From an optimization exercise on the open Yosys and OpenROAD flow, aimed at small area; shortcuts taken in it are not production practice. Only simulation tests tie the RTL to the original design; equivalence was not proved. Power is estimated from default activity; no workload was simulated.

## west
==> flow/design.v <==
module clock_divider(in_clk, rst, out_clk, rise);
input in_clk, rst;
output reg out_clk;
output rise;
reg t;
reg [4:0] n;
wire fb = n[4] ? (n[2] & (n[0] | n[3])) : ~n[2];
wire wrap = t & n[4] & ~n[3] & ~n[1] & ~n[0];    
always @(posedge in_clk or posedge rst)
  if (rst) begin
    t <= 1'b0;
    n <= 5'd0;
    out_clk <= 1'b0;
  end else begin
    t <= ~t;
    n <= {n[3:0], fb};
    out_clk <= out_clk ^ wrap;
  end
assign rise = wrap & ~out_clk;
endmodule
module trans_fsm(clk, rst, tick, serial_inp, ischar, ap, dsh, broot, fst);
input clk, rst, tick, serial_inp, ischar;
output ap, dsh, broot, fst;
reg [3:0] z;
wire [3:0] zn;
assign zn[0] = (~z[0] & ~z[2] & ~serial_inp) | (z[0] & z[2]) | (z[2] & z[3]);
assign zn[1] = (z[0] & serial_inp) | (z[2] & serial_inp);
assign zn[2] = (z[0] & ~z[1]) | (~z[1] & z[2]);
assign zn[3] = (~z[0] & z[2] & ~z[3]) | (z[0] & ~z[2] & serial_inp) | (z[2] & ~z[3] & ischar);
assign ap = (z[1] & z[2] & ~serial_inp & ~ischar) | (~z[1] & ~z[2] & z[3]) | (z[1] & z[2] & z[3] & ~serial_inp) | (~z[0] & z[1] & ~serial_inp);
assign dsh = (~z[0] & ~z[2]);
assign broot = (z[0] & z[2] & ~ischar) | (z[0] & z[3]);
assign fst = (z[0] & z[3]);
always @(posedge clk or posedge rst)
  if (rst) z <= 4'd0;
  else if (tick) z <= zn;
endmodule
module rec_fsm(mid_clk, clk, rst, serial_inp, VSS_LCD, VCCC, VEE, RS, RW, ENE, s_out, LEDP, LEDN);
input serial_inp, rst, clk;
output [7:0] s_out;
output mid_clk;
output VSS_LCD, VCCC, VEE, RS, RW, ENE, LEDP, LEDN;
assign VSS_LCD = 1'b0;
assign VCCC = 1'b1;
assign VEE = 1'b1;
assign RS = 1'b1;
assign RW = 1'b0;
assign ENE = 1'b1;
assign LEDP = 1'b1;
assign LEDN = 1'b0;
wire tick, ap, dsh, broot, fst;
clock_divider clk_rec(.in_clk(clk), .rst(rst), .out_clk(mid_clk), .rise(tick));
trans_fsm trans_rec(.clk(clk), .rst(rst), .tick(tick), .serial_inp(serial_inp), .ischar(ischar), .ap(ap), .dsh(dsh), .broot(broot), .fst(fst));
reg [5:0] r;
wire valid, ischar, hb;
wire [6:0] a;
assign valid = (r[0] & ~r[1] & r[2] & ~r[3]) | (r[0] & r[1] & r[3] & ~r[5] & ~dsh) | (r[0] & ~r[4] & ~r[5]) | (r[1] & ~r[4] & ~r[5]) | (r[2] & ~r[4] & ~r[5]) | (~r[0] & ~r[3] & ~r[5] & dsh) | (~r[1] & ~r[2] & r[3] & ~r[5] & ~dsh) | (~r[0] & ~r[1] & ~r[2] & r[3] & r[4]);
assign ischar = (r[3] & ~r[4]) | (r[0] & r[1]) | (~r[1] & r[2]) | (~r[2] & ~r[3] & r[4]) | (~r[0] & ~r[4]) | (r[1] & r[3]);
assign hb = (r[1]) | (r[3]);
assign a[0] = (r[0] & ~r[1] & r[5]) | (r[2] & ~r[3] & r[5]) | (~r[0] & r[1] & ~r[4]) | (~r[1] & r[2] & ~r[4] & ~r[5]) | (~r[1] & r[3] & r[4]) | (r[0] & ~r[2] & r[3] & ~r[4] & ~r[5]) | (~r[0] & ~r[2] & r[3] & r[4]);
assign a[1] = (r[0] & r[1] & r[2] & ~r[3]) | (~r[0] & r[3] & ~r[4] & ~r[5]) | (r[0] & r[3] & r[4]) | (~r[1] & r[3] & ~r[4]) | (~r[0] & ~r[3] & r[4] & ~r[5]);
assign a[2] = (~r[1] & r[2] & r[3] & ~r[4] & ~r[5]) | (r[1] & r[2] & ~r[3]) | (r[0] & r[1] & ~r[4]) | (r[1] & r[3] & r[5]) | (r[0] & ~r[1] & ~r[2] & ~r[5]) | (r[1] & ~r[3] & ~r[4]) | (~r[0] & r[2] & ~r[3] & r[4]);
assign a[3] = (~r[0] & r[2] & r[3] & ~r[5]) | (r[0] & ~r[1] & ~r[3]) | (r[0] & ~r[2] & r[3] & r[4]) | (r[1] & r[2] & ~r[3] & ~r[4]) | (r[1] & ~r[2] & r[4] & r[5]) | (~r[0] & r[1] & ~r[3] & r[4]);
assign a[4] = (~r[2] & r[3]) | (r[0] & r[1] & ~r[2]) | (r[5]) | (~r[0] & r[2] & r[4]);
assign a[6] = (~r[5]);
always @(posedge clk or posedge rst)
  if (rst)
    r <= 6'd1;
  else if (tick) begin
    if (ap) begin
      if (broot) r <= 6'd2;
      else if (valid) r <= {r[4:0], dsh ^ hb};
      else r <= 6'd1;
    end else if (broot) r <= 6'd1;
  end
assign s_out = {1'b0, fst & a[6], ~(fst & a[6]), fst & a[4], fst & a[3], fst & a[2], fst & a[1], fst & a[0]};
endmodule
==> flow/config.mk <==
export PLATFORM = sky130hd
export DESIGN_NAME = rec_fsm
export DESIGN_NICKNAME = rec_fsm
export VERILOG_FILES = /design/flow/design.v
export SDC_FILE = /design/flow/constraint.sdc
export NUM_CORES = 4
export LEC_CHECK = 0
export CAP_MARGIN = 20
export CORE_AREA = 2.3 2.72 63.48 62.56
export CTS_BUF_LIST = sky130_fd_sc_hd__clkbuf_4
export DIE_AREA = 0 0 66 66
export SLEW_MARGIN = 20
==> flow/constraint.sdc <==
create_clock -name core_clock -period 10.0 [get_ports {clk}]
set_input_delay 2.0000 -clock core_clock [delete_from_list [all_inputs] [get_ports {clk}]]
set_output_delay 2.0000 -clock core_clock [all_outputs]
set_load 0.01 [all_outputs]
standard.sh (not shown) runs the stock make flow with config.mk's settings and CLKGATE_MAP_FILE= SYNTH_SCRIPT=/design/flow/synth_recipe.tcl, a recipe that flattens the netlist after the stock synthesis.
==> flow/flow/run.sh <==
#!/bin/bash
# Layout flow: the standard ORFS flow (standard.sh) with three changes.
#  1. Synthesis is the standard synthesis except that the ABC call mapping the
#     logic to cells runs flow/area.abc (area-oriented) instead of ORFS's
#     delay-oriented script; registers are untouched.
#  2. Port buffers (one per input and output port, as in the standard flow) are
#     sky130_fd_sc_hd__buf_1.
#  3. Constant outputs share one tie-high and one tie-low cell (no tie cloning).
# Each tool's full output is in the ORFS logs under orfs/logs; make's output is in
# standard.log.
set -euo pipefail
export AREA_ABC_SCRIPT="$PWD/flow/area.abc"
bash standard.sh SYNTH_SCRIPT="$PWD/flow/synth_area.tcl" \
  "BUFFER_PORTS_ARGS=-buffer_cell sky130_fd_sc_hd__buf_1" \
  SKIP_REPAIR_TIE_FANOUT=1 finish > standard.log 2>&1
==> flow/flow/area.abc <==
strash; &get -n; &deepsyn -I 10 -J 50; &put; dch; map -a
==> flow/flow/synth_area.tcl <==
# The standard flow's synthesis script (synth_recipe.tcl) with one change: the ABC call that
# maps the logic to cells runs flow/area.abc instead of ORFS's delay-oriented
# script. Everything else, registers included, is the standard synthesis.
proc synth {args} { yosys synth -nofsm -noshare {*}$args }
proc abc {args} {
  set i [lsearch -exact $args -script]
  if { $i >= 0 } {
    lset args [expr {$i + 1}] $::env(AREA_ABC_SCRIPT)
  }
  yosys abc {*}$args
}
source $::env(SCRIPTS_DIR)/synth.tcl
# left out here: clear keep_hierarchy, flatten, clean up, hide names made inside functions, write 1_2_yosys.v
west: PASS, flow complete, no timing, DRC or antenna violations
Changes in middle relative to west:
diff --git a/flow/design.v b/flow/design.v
--- a/flow/design.v
+++ b/flow/design.v
@@ -53,16 +53,16 @@
 trans_fsm trans_rec(.clk(clk), .rst(rst), .tick(tick), .serial_inp(serial_inp), .ischar(ischar), .ap(ap), .dsh(dsh), .broot(broot), .fst(fst));
 reg [5:0] r;
 wire valid, ischar, hb;
 wire [6:0] a;
-assign valid = (r[0] & ~r[1] & r[2] & ~r[3]) | (r[0] & r[1] & r[3] & ~r[5] & ~dsh) | (r[0] & ~r[4] & ~r[5]) | (r[1] & ~r[4] & ~r[5]) | (r[2] & ~r[4] & ~r[5]) | (~r[0] & ~r[3] & ~r[5] & dsh) | (~r[1] & ~r[2] & r[3] & ~r[5] & ~dsh) | (~r[0] & ~r[1] & ~r[2] & r[3] & r[4]);
-assign ischar = (r[3] & ~r[4]) | (r[0] & r[1]) | (~r[1] & r[2]) | (~r[2] & ~r[3] & r[4]) | (~r[0] & ~r[4]) | (r[1] & r[3]);
-assign hb = (r[1]) | (r[3]);
-assign a[0] = (r[0] & ~r[1] & r[5]) | (r[2] & ~r[3] & r[5]) | (~r[0] & r[1] & ~r[4]) | (~r[1] & r[2] & ~r[4] & ~r[5]) | (~r[1] & r[3] & r[4]) | (r[0] & ~r[2] & r[3] & ~r[4] & ~r[5]) | (~r[0] & ~r[2] & r[3] & r[4]);
-assign a[1] = (r[0] & r[1] & r[2] & ~r[3]) | (~r[0] & r[3] & ~r[4] & ~r[5]) | (r[0] & r[3] & r[4]) | (~r[1] & r[3] & ~r[4]) | (~r[0] & ~r[3] & r[4] & ~r[5]);
-assign a[2] = (~r[1] & r[2] & r[3] & ~r[4] & ~r[5]) | (r[1] & r[2] & ~r[3]) | (r[0] & r[1] & ~r[4]) | (r[1] & r[3] & r[5]) | (r[0] & ~r[1] & ~r[2] & ~r[5]) | (r[1] & ~r[3] & ~r[4]) | (~r[0] & r[2] & ~r[3] & r[4]);
-assign a[3] = (~r[0] & r[2] & r[3] & ~r[5]) | (r[0] & ~r[1] & ~r[3]) | (r[0] & ~r[2] & r[3] & r[4]) | (r[1] & r[2] & ~r[3] & ~r[4]) | (r[1] & ~r[2] & r[4] & r[5]) | (~r[0] & r[1] & ~r[3] & r[4]);
-assign a[4] = (~r[2] & r[3]) | (r[0] & r[1] & ~r[2]) | (r[5]) | (~r[0] & r[2] & r[4]);
+assign valid = (r[0] & r[1] & r[2] & r[3] & ~dsh) | (r[1] & ~r[4] & ~r[5]) | (~r[0] & r[1] & ~r[3] & ~r[5] & dsh) | (r[2] & ~r[4] & ~r[5]) | (r[0] & ~r[1] & ~r[3] & ~r[5]) | (r[0] & ~r[1] & ~r[2] & ~r[5]) | (~r[0] & ~r[2] & r[3] & ~r[5] & ~dsh) | (~r[1] & r[2] & ~r[3] & ~r[5] & dsh);
+assign ischar = (r[3] & ~r[4]) | (~r[1] & r[2]) | (r[1] & r[3]) | (r[1] & ~r[4]) | (~r[2] & ~r[3] & r[4]) | (r[0] & r[2]);
+assign hb = (r[1] & ~r[4]) | (r[0] & ~r[2] & r[3] & ~r[4]) | (r[1] & ~r[2] & ~r[3]) | (r[0] & ~r[3] & r[4]) | (~r[0] & ~r[1] & r[3] & r[4]);
+assign a[0] = (r[0] & ~r[2] & r[3]) | (~r[1] & r[2] & r[3] & ~r[5]) | (~r[0] & ~r[3] & r[5]) | (~r[0] & r[1] & ~r[4] & ~r[5]) | (~r[1] & ~r[3] & ~r[4]);
+assign a[1] = (r[0] & r[1] & r[2] & ~r[3]) | (~r[0] & r[2] & ~r[3] & r[4]) | (~r[1] & r[3] & ~r[4]) | (r[0] & r[2] & r[3] & r[4]) | (~r[0] & r[3] & ~r[4] & ~r[5]) | (~r[0] & r[1] & ~r[2] & r[4] & ~r[5]) | (r[3] & r[4] & r[5]);
+assign a[2] = (r[1] & r[2] & ~r[3]) | (~r[0] & ~r[1] & ~r[3] & r[4]) | (r[1] & r[3] & r[5]) | (r[0] & r[3] & ~r[4] & ~r[5]) | (r[1] & ~r[3] & ~r[4]) | (~r[1] & r[2] & r[3] & ~r[4] & ~r[5]);
+assign a[3] = (r[0] & ~r[1] & ~r[3]) | (~r[0] & ~r[2] & r[4]) | (~r[0] & r[2] & r[3] & ~r[5]) | (r[1] & r[2] & ~r[3] & ~r[4]);
+assign a[4] = (r[0] & ~r[2]) | (~r[2] & r[3]) | (~r[0] & r[2] & r[4]) | (r[5]);
 assign a[6] = (~r[5]);
 always @(posedge clk or posedge rst)
   if (rst)
     r <= 6'd1;
Notes after the runs:
- Re placer's final routability congestion estimate: middle is about 14% up on west.
- Comparing middle and west, post-route clock period utilization is lower on middle.
- Compared with west, in middle leakage power went down 0.47%, inserted tap cell count held.
- met4 as the highest routing layer actually used was reported by middle, and met3 by west.
- On worst max-slew margin expressed relative to the limit, west beats middle.
- Number of non-filler instances in the completed layout grows slightly when moving from west to middle.

-- what the ideal ports hide --
The flow's constraints put no driver on any port. The routed layouts listed below were extracted and timed again, unchanged, in two steps.
Step 1 assumes that a clkbuf_16 drives the clock port and a buf_2 every other input.
Step 2 times the ports against the registers' clock, not the clock port: input delays grow and output delays shrink by t, the midpoint of the rising clock arrivals with the driver on.
a / b / c = ideal / step 1 / step 2; a / b = the first two.
run	t (ns)	setup WS [ns]	latest minus earliest clock arrival (ns)
west	0.300	6.011 / 5.992 / 6.293	0.008 / 0.009
middle	0.310	6.065 / 6.047 / 6.357	0.001 / 0.002
After both steps every run listed still meets setup and hold.
